From an optimization exercise on the open Yosys and OpenROAD flow, aimed at small area; shortcuts taken in it are not production practice.
RTL that was checked went through simulation tests only; none was proved equivalent to the original.
Only the layout flow was run in runs 2 and 3; the RTL was not checked for function there.
Power figures rest on the tool's default switching activity, not on a simulated workload.

`design/flow/config.mk`:
```
export PLATFORM = sky130hd
export DESIGN_NAME = LED_VERILOG
export DESIGN_NICKNAME = LED_VERILOG
export VERILOG_FILES = /design/flow/design.v
export SDC_FILE = /design/flow/constraint.sdc
export NUM_CORES = 4
export LEC_CHECK = 0
export CAP_MARGIN = 20
export CORE_MARGIN = 2
export CORE_UTILIZATION = 50
export PLACE_DENSITY = 0.6
export SLEW_MARGIN = 20
```
`design/flow/constraint.sdc`:
```
create_clock -name core_clock -period 10.0 [get_ports {PCLK}]
set_input_delay 2.0000 -clock core_clock [delete_from_list [all_inputs] [get_ports {PCLK}]]
set_output_delay 2.0000 -clock core_clock [all_outputs]
set_load 0.01 [all_outputs]
```
`design/flow/design.v`:
```
module LED_VERILOG(
input PCLK,  
input PRESERN,  
input PSEL,  
input PENABLE,  
output wire PREADY,  
output wire PSLVERR,  
input PWRITE,  
input [31:0] PADDR,  
input wire [31:0] PWDATA,  
output wire [31:0] PRDATA,  
output reg LED
);
assign PSLVERR = 0;
assign PREADY = 1;
assign PRDATA = 32'd0;
reg [575:0]color;
reg [23:0]data_counter;
reg [9:0]bit_counter;
reg [6:0]pwm_counter;
wire color_bit = (bit_counter < 10'd576) ? color[bit_counter] : 1'b0;
wire color_write = (PWRITE & PENABLE & PSEL);
always @(posedge PCLK) begin
if (!PRESERN) begin
    data_counter <= 0;
    bit_counter <= 0;
    pwm_counter <= 0;
    LED <= 0;
end
else if (data_counter >= 1024125) begin
    data_counter <= 0;
    bit_counter <= 0;
    pwm_counter <= 0;
end
else if (data_counter >= 72375) begin
    LED <= 0;
    data_counter <= data_counter + 1;
end
else begin
    if(pwm_counter >= 125) begin
        pwm_counter <= 0;
        bit_counter <= bit_counter + 1;
    end
    else begin
        if (color_bit) begin
            if (pwm_counter <= 80) 
                LED <= 1;
            else 
                LED <=0;
        pwm_counter <= pwm_counter + 1;
        end
        else begin 
            if (pwm_counter <= 40) 
                LED <= 1;
            else 
                LED <= 0;
        pwm_counter <= pwm_counter + 1;
        end
    data_counter <= data_counter + 1; 
    end
end
end
always @(posedge PCLK)
begin
if(color_write)begin
    case (PADDR[6:2])
    5'd0: color[23:0] <= PWDATA[23:0];    
    5'd1: color[47:24] <= PWDATA[23:0];   
    5'd2: color[71:48] <= PWDATA[23:0];   
    5'd3: color[95:72] <= PWDATA[23:0];   
    5'd4: color[119:96] <= PWDATA[23:0];  
    5'd5: color[143:120] <= PWDATA[23:0];  
    5'd6: color[167:144] <= PWDATA[23:0];  
    5'd7: color[191:168] <= PWDATA[23:0];  
    5'd8: color[215:192] <= PWDATA[23:0];
    5'd9: color[239:216] <= PWDATA[23:0];
    5'd10: color[263:240] <= PWDATA[23:0];
    5'd11: color[287:264] <= PWDATA[23:0];
    5'd12: color[311:288] <= PWDATA[23:0];
    5'd13: color[335:312] <= PWDATA[23:0];
    5'd14: color[359:336] <= PWDATA[23:0];
    5'd15: color[383:360] <= PWDATA[23:0];
    5'd16: color[407:384] <= PWDATA[23:0];
    5'd17: color[431:408] <= PWDATA[23:0];
    5'd18: color[455:432] <= PWDATA[23:0];
    5'd19: color[479:456] <= PWDATA[23:0];
    5'd20: color[503:480] <= PWDATA[23:0];
    5'd21: color[527:504] <= PWDATA[23:0];
    5'd22: color[551:528] <= PWDATA[23:0];
    5'd23: color[575:552] <= PWDATA[23:0];
    default: ;
endcase
end
end
endmodule
```
`design/flow/run.sh`:
```
#!/bin/bash
# synth_recipe.tcl (not shown) runs the flow's synth.tcl, then flattens the netlist and writes it again
# the make line also repeats each setting of config.mk as NAME=value (left out here)
make -C /OpenROAD-flow-scripts/flow DESIGN_CONFIG=/design/flow/config.mk WORK_HOME=/design/flow/orfs CLKGATE_MAP_FILE= SYNTH_SCRIPT=/design/flow/synth_recipe.tcl finish
```
==> results of run 1 <==
layer usage:
metal | routed length [um] | global-route usage (%) | up-vias
li1 | - | - | 5296
met4 | 1338 | 6.259 | 4
met1 | 24840 | 32.98 | 6582
met5 | 28 | 0 | -
met3 | 3204 | 3.794 | 101
met2 | 28490 | 38.34 | 399
worst register-to-register path, cell delays in order (launching register included):
cell and delay (ns):
dfxtp_4 0.66, buf_12 0.55, buf_4 0.79, mux4_2 0.65
mux4_2 0.49, mux4_2 0.58, and4_1 0.31, o211ai_1 0.18
or3b_1 0.36
report_power, final:
group | internal [mW] | total (mW) | leakage (nW) | switching, mW
Sequential | 2.83 | 2.84 | 5.52 | 0.00210
Clock | 1.35 | 2.29 | 0.984 | 0.946
Combinational | 0.0217 | 0.110 | 1.98 | 0.0879
Total | 4.20 | 5.24 | 8.48 | 1.04
sequential cells by signal, summed over array words and instances (netlist names):
name,cells
LED,1
data_counter,24
color,576
bit_counter,10
pwm_counter,7
synth_stat cells (4+ instances only):
cell,instances,share of area [%]
a31oi_1,7,0.18
o22ai_1,5,0.13
a22oi_1,23,0.70
nand4_1,9,0.23
nor2b_1,9,0.23
clkbuf_1,24,0.37
ha_1,7,0.36
a22o_1,5,0.18
inv_1,10,0.15
edfxtp_1,576,71
nor3_1,11,0.22
and2_1,4,0.10
buf_2,17,0.35
dfxtp_1,42,3.4
a211oi_1,7,0.21
or3_1,6,0.15
nor3b_1,5,0.15
o211ai_1,7,0.21
o21ai_0,15,0.31
nand2b_1,8,0.20
a2111oi_0,4,0.14
mux4_2,134,12
nand2_1,39,0.60
buf_6,6,0.28
buf_4,46,1.4
nand3_1,26,0.53
xor2_1,18,0.64
and3_1,10,0.26
nor2_1,78,1.2
mux2i_1,51,2.1
a21oi_1,14,0.29
xnor2_1,14,0.50
cell type report:
type	count	area, um^2	area share [%]
Clock buffer	87	1814	6.547
Clock inverter	24	193.9	0.6998
Inverter	12	45.04	0.1625
Multi-Input combinational cell	592	6028	21.75
Sequential cell	618	18150	65.48
Tap cell	622	778.2	2.808
Timing Repair Buffer	79	705.7	2.547
cells by family (layout without fill, tap and decap cells):
family	count (synthesis)	after routing	share of synthesized area (%)
other	2	38	0.03062
buffers and inverters	106	202	2.597
adder cells (fa/ha/maj)	7	7	0.3571
AND/OR/NAND/NOR	216	216	4.224
XOR/XNOR	32	32	1.143
multiplexers	187	187	14.48
AO/OA/AOI/OAI	112	112	3.224
flip-flops	618	618	73.95
per-stage QoR:
step | instance area [um^2] | util [%] | hold WS [ns]
after floorplan | 24660 | - | 0.4452
after global placement | 25620 | 52.66 | 0.4766
after detailed placement | 25640 | 52.71 | 0.4877
after CTS | 27650 | 56.84 | 0.4955
after global routing | 27710 | 56.96 | 0.5188
final | 27710 | 56.96 | 0.4936
final timing paths:
path                                        end  slack (ns)  cells after the start
worst min register to register  data_counter[1]        0.49                      2
worst max register to register              LED        5.31                      8
worst min-delay path            data_counter[1]        0.49                      2
worst max-delay path                        LED        5.31                      8
==> results_dict.tcl, run 1 <==
set metrics [dict create \
    status "no timing/DRC/antenna violations" \
    finalCritPeriodShare_pct 46.94 \
    gp_routability_congestion 0.7720 \
    placeableCoreArea_mm2 0.04865 \
    grt_pass1_wl_mm 83.51 \
    cts_buffer_depth 3 \
    yosys_register_bits 618 \
    slowest_delay_ns 0.66 \
    worstPathMaxFanout 95 \
    mostFrequentLayoutCells "576 x edfxtp_1, 134 x mux4_2, 69 x clkbuf_16" \
    cts_root_buffer "clkbuf_16" \
    fin_nets 1446 \
    synth_edf_count 576 \
    final_common_cell "edfxtp_1" \
    p_leak_nw 8.484 \
    cts.clk_slew.worst_paths_ns 0.05 \
    place_hpwl_mm 30.28 \
    ctsHoldBuffers 0 \
    startpoint_type "register" \
    htreeDepth 3 \
    cp.arrival_ns 5.15 \
    syn_area_mm2 0.02453 \
    yosysWarnings 1 \
    cts_resized 0 \
    via_per_inst 6.088 \
    setup_ws_ns 5.306 \
    syn_to_final_growth_pct 12.98 \
    max_freq_mhz 213.0 \
    min_from "data_counter[1]" \
    io_buffers 34 \
    cpMostUsedCell "mux4_2" \
    end_kind "register" \
    start_util_pct 50.42 \
    required_ns 10.46 \
    antenna_cells 0 \
    ys_seq_area_share_pct 73.95 \
    wl_per_cell_um 28.46 \
    ant_nets 0 \
    setup_viol 0 \
    vias 12380 \
    layout-drive-gt1-share_pct 21.25 \
    synth-async-reset-ratio_pct 0 \
    ys.flop_type "edfxtp_1" \
    tritoncts "done" \
    grt_max_degree 97 \
    synth.avg_cell_area_um2 19.16 \
    fin_crit_ns 4.694 \
    startpoint "bit_counter[0]" \
    drc 0 \
    slew_headroom_pct 29.63 \
    drtIter0Drc 1336 \
    antenna_found_initial 3 \
    firstDrtPassIters 5 \
    syn_inst 1280 \
    die_width_um 225.5 \
    p_per_area_mw_per_mm2 189.1 \
    clk-insertion-delay-late_ns 0.58 \
    vdd_drop_max_uv 152.8 \
    grt_pass1_vias 12300 \
    hold_class "register to register" \
    finClkSkew_ns 0.01119 \
    ys_types 59 \
    critical-path-top-delay-family "multiplexers" \
    cts_buffers 67 \
    fin_cells 2034 \
    grt_use_total_pct 23.40 \
    cts.sinks 618 \
    cp_slowest_cell "dfxtp_4" \
    final.setup.tns_ns 0 \
    r2r-start "bit_counter[0]" \
    max_slew.worst_pin.slew_ns 1.053 \
    drt_wl_total_mm 57.89 \
    num_rows 81 \
    nFillCells 3639 \
    postCtsSetupBuffers 0 \
    dp_cells 1923 \
    dieArea_mm2 0.05084 \
    drv_slew 0 \
    finalHoldViolations 0 \
    cap_violations 0 \
    cp_num_buf_inv 2 \
    overflow 0 \
    critPathKind "register to register" \
    p_total_mw 5.240 \
    crit_path_cell_trace "buf_12, buf_4, mux4_2, mux4_2, mux4_2, and4_1, o211ai_1, or3b_1" \
    place_ws_ns 5.057 \
    rsz0062_at_grt "false" \
    io_pins 104 \
    die-height_um 225.5 \
]
==> run 2, diff against run 1 <==
==> design/flow/design.v (replaced) <==
module LED_VERILOG(
input PCLK,
input PRESERN,
input PSEL,
input PENABLE,
output wire PREADY,
output wire PSLVERR,
input PWRITE,
input [31:0] PADDR,
input wire [31:0] PWDATA,
output wire [31:0] PRDATA,
output reg LED
);
assign PSLVERR = 1'b0;
assign PREADY = 1'b1;
assign PRDATA = 32'd0;
reg [575:0] color;
reg [12:0] bcnt;
reg [6:0] pcnt;
wire color_write = PWRITE & PENABLE & PSEL;
genvar gw;
generate
for (gw = 0; gw < 24; gw = gw + 1) begin : wr
    always @(posedge PCLK)
        if (color_write && PADDR[6:2] == gw)
            color[24*gw +: 24] <= PWDATA[23:0];
end
endgenerate
wire [31:0] csel;
wire [17:0] gsel;
genvar gc, gg;
generate
for (gc = 0; gc < 32; gc = gc + 1) begin : cs
    assign csel[gc] = (bcnt[4:0] == gc);
end
for (gg = 0; gg < 18; gg = gg + 1) begin : gs
    assign gsel[gg] = (bcnt[12:5] == gg);
end
endgenerate
wire [17:0] gbit;
generate
for (gg = 0; gg < 18; gg = gg + 1) begin : gr
    assign gbit[gg] = gsel[gg] & |(csel & color[32*gg +: 32]);
end
endgenerate
wire color_bit = |gbit;
wire running = (bcnt < 13'd579);
wire frame_end = (bcnt == 13'd8132) && (pcnt == 7'd71);
wire bit_end = (pcnt == 7'd125);
always @(posedge PCLK) begin
    if (!PRESERN) begin
        bcnt <= 13'd0;
        pcnt <= 7'd0;
        LED <= 1'b0;
    end else begin
        LED <= running & ((pcnt <= 7'd40) | ((pcnt <= 7'd80) & color_bit));
        if (frame_end) begin
            bcnt <= 13'd0;
            pcnt <= 7'd0;
        end else if (bit_end) begin
            bcnt <= bcnt + 13'd1;
            pcnt <= 7'd0;
        end else begin
            pcnt <= pcnt + 7'd1;
        end
    end
end
endmodule
--- a/design/flow/config.mk
+++ b/design/flow/config.mk
@@ -7,6 +7,7 @@
 export LEC_CHECK = 0
 export CAP_MARGIN = 20
 export CORE_MARGIN = 2
-export CORE_UTILIZATION = 50
-export PLACE_DENSITY = 0.6
+export CORE_UTILIZATION = 65
+export CTS_BUF_LIST = sky130_fd_sc_hd__clkbuf_8
+export PLACE_DENSITY = 0.75
 export SLEW_MARGIN = 20
==> results_dict.tcl, run 2 <==
set metrics [dict create \
    mostFrequentLayoutCells "576 x edfxtp_1, 115 x a22oi_1, 93 x clkbuf_8" \
    tritoncts "done" \
    yosysTopAreaCell "edfxtp_1" \
    place_area_mm2 0.02399 \
    p_leak_nw 8.182 \
    crit_path_cell_trace "buf_4, and4b_1, a22o_1, a221oi_1, o2111ai_1, nor4_1, a2111oi_0, nor4b_2, a31oi_1" \
    grt_pass1_vias 13760 \
    htreeDepth 3 \
    vdd_drop_max_uv 164.3 \
    num_rows 69 \
    grt_max_degree 63 \
    synth.most_common_cell "edfxtp_1" \
    yosys_register_bits 597 \
    slew_headroom_pct 19.89 \
    yosysWarnings 1 \
    status "no timing/DRC/antenna violations" \
    hold_class "register to register" \
    finalHoldViolations 0 \
    cts_resized 0 \
    vias 14530 \
    final_common_cell "edfxtp_1" \
    setup_viol 0 \
    grt_pass1_wl_mm 98.98 \
    fin_cells 1958 \
    finClkSkew_ns 0.01810 \
    required_ns 10.55 \
    cts_buffers 91 \
    fin_crit_ns 4.183 \
    top_register "color" \
    cts_root_buffer "clkbuf_8" \
    rsz0062_at_grt "false" \
    ctsHoldBuffers 0 \
    max_slew.worst_pin.slew_ns 1.197 \
    cts.clk_slew.worst_paths_ns 0.06 \
    ant_nets 0 \
    grt_use_total_pct 39.51 \
    largest_reg_flops 576 \
    drc 0 \
    startpoint "bcnt[4]" \
    cts.sinks 597 \
    drv_slew 0 \
    cp_num_buf_inv 1 \
    postCtsSetupBuffers 0 \
    worstPathMaxFanout 44 \
    min_from "pcnt[0]" \
    yosys-top-cells-area "edfxtp_1 75%, a22oi_1 3.7%, dfxtp_1 1.8%" \
    ys_top_cells_by_count "576 x edfxtp_1, 115 x a22oi_1, 46 x nor2_1, 45 x a22o_1, 40 x a221oi_1" \
    cp_slowest_cell "and4b_1" \
    ys_types 75 \
    fin_area_mm2 0.02562 \
    gp_routability_congestion 0.9214 \
    via_per_inst 7.419 \
    end_kind "register" \
    placeableCoreArea_mm2 0.03531 \
    biggestRegsByFlops "color: 576 flops, bcnt: 13 flops, pcnt: 7 flops" \
    drtIter0Drc 2550 \
    syn_to_final_growth_pct 10.84 \
    cap_violations 0 \
    fin_nets 1508 \
    synth_edf_count 576 \
    die_width_um 192.6 \
    drt_wl_total_mm 71.27 \
    clk-insertion-delay-late_ns 0.68 \
    ys_seq_area_share_pct 76.66 \
    synth-async-reset-ratio_pct 0 \
    antenna_found_initial 1 \
    io_buffers 34 \
    syn_area_mm2 0.02311 \
    cp.arrival_ns 4.73 \
    dieArea_mm2 0.03708 \
    synth_top_cell_area_share_pct 74.84 \
    ys.flop_type "edfxtp_1" \
    slowest_delay_ns 0.94 \
    synth.avg_cell_area_um2 17.40 \
    firstDrtPassIters 7 \
    overflow 0 \
    start_util_pct 65.45 \
    critical-path-top-delay-family "compound AO/OA/AOI/OAI gates" \
    startpoint_type "register" \
    wl_per_cell_um 36.40 \
    die-height_um 192.6 \
    io_pins 104 \
    final.setup.tns_ns 0 \
    max_freq_mhz 239.0 \
    cts_buffer_depth 3 \
    finalCritPeriodShare_pct 41.83 \
    r2r-start "bcnt[4]" \
    layout-drive-gt1-share_pct 17.11 \
    dp_cells 1798 \
    critPathKind "register to register" \
    syn_inst 1328 \
    place_hpwl_mm 37.82 \
    p_per_area_mw_per_mm2 182.7 \
]
run 2: cell count changes after synthesis, sizes merged, moves of 12 or more:
cell / previous run / this run
dfxtp: 42 / 21
mux2: 2 / 23
mux2i: 51 / 9
nand2: 39 / 24
mux4: 134 / 1
nor2: 78 / 47
buf: 70 / 85
a32oi: 1 / 20
a22oi: 23 / 115
a221oi: 3 / 42
a222oi: 0 / 23
nand4: 9 / 38
clkbuf: 24 / 36
a22o: 5 / 45
run 2: cell type report:
cell class,instances,area (um^2)
Sequential cell,597,17720
Fill cell,2123,9693
Multi-Input combinational cell,630,4896
Clock buffer,93,1280
Timing Repair Buffer,98,773.2
Tap cell,461,576.8
Clock inverter,66,322.8
Inverter,12,45.04
Antenna cell,1,2.502
run 2: metrics by stage:
stage,hold WS [ns],worst slack [ns],util [%],total power [mW]
floorplan,0.4449,4.704,-,2.833
global placement,0.4623,5.298,67.84,2.907
detailed placement,0.4714,5.250,67.94,2.910
CTS,0.4839,5.928,72.48,4.672
global route,0.5277,5.625,72.54,4.778
finish,0.4815,5.817,72.55,4.679
run 2: worst reg2reg max path, stage by stage, from the launching register on:
cell and delay (ns):
dfxtp_2 0.87, buf_4 0.65, and4b_1 0.97, a22o_1 0.25, a221oi_1 0.05, o2111ai_1 0.16
nor4_1 0.09, a2111oi_0 0.62, nor4b_2 0.12, a31oi_1 0.29
run 2: kinds of logic (layout without fill, tap and decap cells):
logic type	Yosys count	count (layout)	share of synthesized area, %
buffers and inverters	133	269	3.524
adders and majority gates	9	9	0.4873
other	2	35	0.03250
muxes	33	33	1.624
and+or+nand+nor	234	234	6.275
DFF	597	597	76.66
AOI/OAI and AO/OA	306	306	10.87
xor gates and xnor gates	14	14	0.5306
run 2: worst paths after layout:
check                  to  slack, ns  cells after the start
setup reg to reg      LED       5.82                      9
hold / removal    pcnt[0]       0.48                      1
setup / recovery      LED       5.82                      9
hold reg to reg   pcnt[0]       0.48                      1
run 2: routing by layer:
layer / vias up / wire [um] / global-route usage, %
li1: 5688 / - / -
met1: 7123 / 23770 / 53.52
met2: 1456 / 31470 / 57.75
met3: 257 / 12240 / 14.06
met4: 2 / 3785 / 18.82
met5: - / 12 / 0
run 2: power breakdown:
group	switching (mW)	total, mW	internal, mW
logic	0.0935	0.110	0.0169
registers	0.00357	2.75	2.75
clock network	0.922	1.81	0.892
total	1.02	4.68	3.66
==> run 3, diff against run 2 <==
--- a/design/flow/config.mk
+++ b/design/flow/config.mk
@@ -7,7 +7,7 @@
 export LEC_CHECK = 0
 export CAP_MARGIN = 20
 export CORE_MARGIN = 2
-export CORE_UTILIZATION = 65
-export CTS_BUF_LIST = sky130_fd_sc_hd__clkbuf_8
-export PLACE_DENSITY = 0.75
+export CORE_UTILIZATION = 50
+export CTS_BUF_LIST = sky130_fd_sc_hd__clkbuf_4 sky130_fd_sc_hd__clkbuf_8
+export PLACE_DENSITY = 0.6
 export SLEW_MARGIN = 20
==> results_dict.tcl, run 3 <==
set metrics [dict create \
    die-height_um 219.0 \
    startpoint "PADDR[2]" \
    via_per_inst 6.795 \
    biggestRegsByFlops "color: 576 flops, bcnt: 13 flops, pcnt: 7 flops" \
    top_layer "met4" \
    required_ns 10.35 \
    final_common_cell "edfxtp_1" \
    grt_max_degree 63 \
    synth-async-reset-ratio_pct 0 \
    syn_inst 1328 \
    slew_headroom_pct 23.41 \
    cts_root_buffer "clkbuf_8" \
    final.setup.tns_ns 0 \
    drv_slew 0 \
    cts_buffer_depth 3 \
    max_slew.worst_pin.slew_ns 1.138 \
    status "no timing/DRC/antenna violations" \
    power_switching_share_pct 21.69 \
    nFillCells 3557 \
    vias 14360 \
    clk-insertion-delay-late_ns 0.70 \
    cts_buffers 93 \
    mostFrequentLayoutCells "576 x edfxtp_1, 115 x a22oi_1, 98 x clkbuf_8" \
    hold_class "register to register" \
    place_hpwl_mm 40.12 \
    htreeDepth 3 \
    rr_worst_depth 10 \
    setup_viol 0 \
    fin_nets 1524 \
    grt_pass1_wl_mm 104.7 \
    pwr-share-clk_pct 40.4 \
    internal_power_mw 3.775 \
    top_register "color" \
    num_rows 78 \
    p_seq_share_pct 57.1 \
    ys_top_cells_by_count "576 x edfxtp_1, 115 x a22oi_1, 46 x nor2_1, 45 x a22o_1, 40 x a221oi_1" \
    drtIter0Drc 2535 \
    wirelength_met1_mm 28.21 \
    gp_routability_congestion 0.8750 \
    ys_seq_area_share_pct 76.66 \
    wl_met3_mm 10.20 \
    p_per_area_mw_per_mm2 185.0 \
    rsz0062_at_grt "false" \
    tritoncts "done" \
    yosys_register_bits 597 \
    whs_path_depth 1 \
    placeableCoreArea_mm2 0.04548 \
    cp.arrival_ns 4.52 \
    synth_top_cell_area_share_pct 74.84 \
    overflow 0 \
    fin_crit_ns 4.168 \
    ff_latch_area_mm2 0.01772 \
    vdd_drop_max_uv 157.7 \
    drc 0 \
    cts.sinks 597 \
    grt_use_total_pct 32.17 \
    ys.flop_type "edfxtp_1" \
    startpoint_type "primary input" \
    largest_reg_flops 576 \
    layout-drive-gt1-share_pct 19.37 \
    multi_input_area_mm2 0.004885 \
    io_buffers 34 \
    p_sw_mw 1.046 \
    yosys-top-cells-area "edfxtp_1 75%, a22oi_1 3.7%, dfxtp_1 1.8%" \
    max_freq_mhz 239.9 \
    ant_nets 0 \
    yosysTopAreaCell "edfxtp_1" \
    syn_to_final_growth_pct 12.75 \
    r2r-start "bcnt[2]" \
    io_pins 104 \
    met2WireLength_mm 34.92 \
    ys_types 75 \
    finalCritPeriodShare_pct 41.68 \
    postCtsSetupBuffers 0 \
    syn_area_mm2 0.02311 \
    dieArea_mm2 0.04796 \
    end_kind "register" \
    wl_per_cell_um 36.11 \
    worstPathMaxFanout 16 \
    r2r_setup_slack_ns 6.01 \
    drt_wl_total_mm 76.31 \
    synth.most_common_cell "edfxtp_1" \
    cap_violations 0 \
    worstReg2RegEnd "LED" \
    p_total_mw 4.821 \
    pwr-share-comb_pct 2.4 \
    yosysWarnings 1 \
    critPathKind "primary input to register" \
    cts.clk_slew.worst_paths_ns 0.05 \
    p_leak_nw 8.250 \
    firstDrtPassIters 6 \
    synth_edf_count 576 \
    start_util_pct 50.82 \
    antenna_cells 0 \
    antenna_found_initial 2 \
    ctsHoldBuffers 0 \
    cts_resized 0 \
    die_width_um 219.0 \
    synth.avg_cell_area_um2 17.40 \
    finClkSkew_ns 0.02325 \
    finalHoldViolations 0 \
    cp-endpoint "color[129]" \
    grt_pass1_vias 13490 \
]
run 3: critical path, cell delays in order:
cell and delay (ns):
clkdlybuf4s50_1 0.69, inv_1 0.22, or4_1 0.71, nor2_2 0.48
buf_4 0.39
run 3: cell families after synthesis:
group / Yosys count / synth area share (%)
adder cells (fa/ha/maj): 9 / 0.4873
other: 2 / 0.03250
XOR/XNOR: 14 / 0.5306
AND/OR/NAND/NOR: 234 / 6.275
buffers and inverters: 133 / 3.524
flip-flops: 597 / 76.66
AO/OA/AOI/OAI: 306 / 10.87
multiplexers: 33 / 1.624
run 3: how the worst min path moves through the flow:
| stage | slack [ns] | start | end |
|---|---|---|---|
| global placement | 0.47 | pcnt[0] | pcnt[0] |
| detailed placement | 0.48 | pcnt[0] | pcnt[0] |
| global route | 0.54 | pcnt[0] | pcnt[0] |
| finish | 0.48 | pcnt[0] | pcnt[0] |
| CTS | 0.49 | pcnt[0] | pcnt[0] |
| floorplan | 0.44 | pcnt[0] | pcnt[0] |
run 3: routing by layer:
metal	vias to the layer above	track usage, %
li1	5702	-
met1	7351	44.31
met2	1110	49.48
met3	195	8.316
met4	0	12.32
met5	-	0
run 3: final cells by class:
type | instances | share of cell area, %
tap | 600 | 2.881
clock inverter | 38 | 0.7155
multi-input combinational | 630 | 18.75
inverter | 12 | 0.1729
timing repair buffer | 112 | 3.544
sequential | 597 | 68.02
clock buffer | 124 | 5.925
run 3: per-stage QoR:
step / std cells / hold WS, ns / utilization (%) / cell area [um^2] / setup slack (ns)
2_1_floorplan: 1360 / 0.4449 / - / 23230 / 4.704
3_3_place_gp: 1950 / 0.4655 / 53.41 / 24290 / 5.201
3_5_place_dp: 1951 / 0.4815 / 53.45 / 24310 / 5.167
4_1_cts: 2113 / 0.4889 / 57.25 / 26040 / 5.894
5_1_grt: 2113 / 0.5368 / 57.30 / 26060 / 5.776
6_report: 2113 / 0.4812 / 57.30 / 26060 / 5.832
run 3: power groups by stage:
stage | Sequential [mW] | Combinational (mW) | Clock [mW]
after CTS | 2.75 | 0.113 | 1.95
final | 2.75 | 0.118 | 1.95
after global routing | 2.75 | 0.117 | 2.05
after global placement | 2.81 | 0.112 | 0
after floorplan | 2.81 | 0.0264 | 0
after detailed placement | 2.81 | 0.113 | 0

## separate check: timing with driven ports
Ports are ideal in the flow. The routed layouts listed here were re-timed in OpenROAD.
Step 1, drivers: a clkbuf_16 drives PCLK and a buf_2 each remaining input, both assumed.
Step 2 adds t to the input delays and takes it off the output delays; t is the mean of the earliest and latest rising clock arrival at the registers after step 1. Input paths then give back, and output paths get back, about the clock's delay inside the block.
Slacks: ideal ports / drivers / drivers and shift; pairs: ideal ports / drivers.
run	t, ns	slack for setup (ns)	hold slack, ns
run 1	0.639	5.306 / 5.306 / 5.303	0.494 / 0.494 / 0.494
run 2	0.718	5.817 / 5.817 / 5.136	0.482 / 0.482 / 0.482
run 3	0.736	5.832 / 5.859 / 5.123	0.481 / 0.481 / 0.481
After both steps setup and hold are still met in every run listed. The setup slack of run 3, which loses most, moves by +0.027 ns with the drivers and by -0.709 ns with both steps.
